Source: an optimization exercise on an open RTL-to-GDS flow (aim: small area). Production flows keep margins and buffers that such runs may drop.
Only simulation tests tie the RTL to the original design; equivalence was not proved.
No activity file was given, so power comes from the tool's default toggle rates.

==> flow/design.v (excerpt) <==
module vga_game(
    input clk, reset, higher_btn, lower_btn, confirm_btn,
    output [2:0] rgb_led, state,
    output o_hsync, o_vsync,
    output [3:0] o_red, o_green, o_blue,
    output [7:0] counter
    );
export LEC_CHECK = 0
export ABC_AREA = 1
export CAP_MARGIN = 20
export CORE_MARGIN = 2
export CORE_UTILIZATION = 70
export PLACE_DENSITY = 0.8
export SLEW_MARGIN = 20
create_clock -name core_clock -period 10.0 [get_ports {clk}]
standard.sh (not shown) runs the stock make flow with config.mk's settings and CLKGATE_MAP_FILE= SYNTH_SCRIPT=/design/flow/synth_recipe.tcl, a recipe that flattens the netlist after the stock synthesis.
==> flow/flow/run.sh <==
#!/bin/bash
# Layout: the standard flow, with an area-oriented ABC script, unit-size port buffers and a
# clock tree of small buffers without dummy loads. Adders are left to ABC (no ORFS adder map).
set -euo pipefail
W=$PWD
F=$W/flow
export BUFFER_PORTS_ARGS="-buffer_cell sky130_fd_sc_hd__buf_1"
export CTS_ARGS="-sink_clustering_enable -repair_clock_nets -dont_use_dummy_load -buf_list {sky130_fd_sc_hd__clkbuf_4}"
bash standard.sh SYNTH_SCRIPT=$F/synth.tcl ADDER_MAP_FILE= finish > $W/standard.log 2>&1
==> flow/flow/abc_area.script <==
strash
&get -n
&fraig -x
&put
scorr
dc2
strash
&get -n
&deepsyn -I 4 -T 100 -S 1
&put
dch -f
amap
strash
&get -n
&deepsyn -I 2 -T 60 -S 3
&put
dch -f
amap
topo
==> flow/flow/synth.tcl <==
# Standard synthesis (synth_recipe.tcl), with an area-oriented ABC script in place of ORFS's.
set flow_dir [file dirname [file normalize [info script]]]
proc abc {args} {
  global flow_dir
  set i [lsearch $args -script]
  if {$i >= 0} { lset args [expr {$i + 1}] [file join $flow_dir abc_area.script] }
  yosys abc {*}$args
}
source [file join [file dirname $flow_dir] synth_recipe.tcl]
Edit:
==> flow/flow/abc_area.script (replaced) <==
strash
&get -n
&fraig -x
&put
scorr
dc2
strash
&get -n
&deepsyn -I 6 -T 150 -S 1
&put
dch -f
amap
strash
&get -n
&deepsyn -I 3 -T 90 -S 3
&put
dch -f
amap
strash
dch -f
amap
topo
Total power rose by a few percent.
Global-route usage fell by 0.14 points.
Non-clock buffer count does not change.
Hold slack gets better by 9.9 ps.
Edit:
==> flow/flow/abc_area.script (replaced) <==
strash
&get -n
&fraig -x
&put
scorr
dc2
strash
&get -n
&deepsyn -I 4 -T 100 -S 1
&put
dch -f
amap
topo
The changed run finished clean. Total power fell by a few percent. Routed wire length fell by a few percent. Final area hardly moves. Count of clock-buffer cells in the layout stays the same. Fmax is higher by a few percent.

* * *

Setup of main:
Another version of the RTL of vga_game (not shown whole).
Size: roughly 61 flip-flops, roughly 33 I/O pins, roughly 0.0041 mm^2 of cells after synthesis.
clock: 10.0 ns
lec_check: 0
abc_area: 1
cap_margin: 20
core_margin: 2
core_utilization: 70
place_density: 0.8
slew_margin: 20
==> flow/flow/run.sh <==
#!/bin/bash
# Layout: the standard flow, with an area-oriented ABC script, unit-size port buffers and a
# clock tree of small buffers without dummy loads.
set -euo pipefail
W=$PWD
F=$W/flow
export BUFFER_PORTS_ARGS="-buffer_cell sky130_fd_sc_hd__buf_1"
export CTS_ARGS="-sink_clustering_enable -repair_clock_nets -dont_use_dummy_load -buf_list {sky130_fd_sc_hd__clkbuf_4}"
bash standard.sh SYNTH_SCRIPT=$F/synth.tcl finish > $W/standard.log 2>&1
==> flow/flow/abc_area.script <==
strash
&get -n
&fraig -x
&put
scorr
dc2
strash
&get -n
&deepsyn -I 4 -T 100 -S 7
&put
dch
amap
topo
Scripts as last shown in full above: flow/flow/synth.tcl
Modified inputs, the feature branch compared to main
==> flow/flow/run.sh <==
#!/bin/bash
# Layout: the standard flow, with an area-oriented ABC script, unit-size port buffers and a
# clock tree of small buffers without dummy loads.
set -euo pipefail
W=$PWD
F=$W/flow
export BUFFER_PORTS_ARGS="-buffer_cell sky130_fd_sc_hd__buf_1"
export CTS_ARGS="-sink_clustering_enable -repair_clock_nets -dont_use_dummy_load -buf_list {sky130_fd_sc_hd__clkbuf_4 sky130_fd_sc_hd__clkbuf_8}"
bash standard.sh SYNTH_SCRIPT=$F/synth.tcl finish > $W/standard.log 2>&1
[summary]
Delay of the slowest cell on the worst path: the feature branch vs main down 30 ps. Between the feature branch and main, the worst setup slack for register-to-register paths figures differ only marginally. As far as fmax is concerned, the feature branch and main perform about the same. Summary of the feature branch over main: total routed wirelength +about 4%, final area +1.3%, combinational power +about 1%. Compared with main, in the feature branch utilization saw an increase, slack of the critical path shows an increase of 8.0 ps.

static timing again, ports no longer ideal:
How much do the figures lean on ideal ports? The routed layouts below were timed once more, with nothing changed but the port constraints. Step 1 (the two cells are an assumption about what drives the block):
set clk [get_ports {clk}]
set_driving_cell -lib_cell sky130_fd_sc_hd__clkbuf_16 $clk
set_driving_cell -lib_cell sky130_fd_sc_hd__buf_2 [delete_from_list [all_inputs] $clk]
Step 2, shift: input delay + t, output delay - t, t = (earliest + latest rising clock arrival at the registers) / 2. This alone moves slack from input paths to output paths. Three values: no drivers, after step 1, after step 2; two values: the first two.
run	t, ns	slack for setup (ns)	worst setup path after step 2	slew at the worst register clock pin (ns)	pins driven straight from the clock port
the first run of note 1	0.434	4.164 / 4.164 / 4.164	register to register	0.11 / 0.11	1
the second run of note 1	0.440	3.885 / 3.885 / 3.885	register to register	0.11 / 0.11	1
the third run of note 1	0.444	4.019 / 4.019 / 4.019	register to register	0.11 / 0.11	1
main	0.435	3.178 / 3.178 / 3.178	register to register	0.11 / 0.11	1
the feature branch	0.357	3.186 / 3.186 / 3.186	register to register	0.07 / 0.07	1
After both steps setup and hold are still met in every run listed.
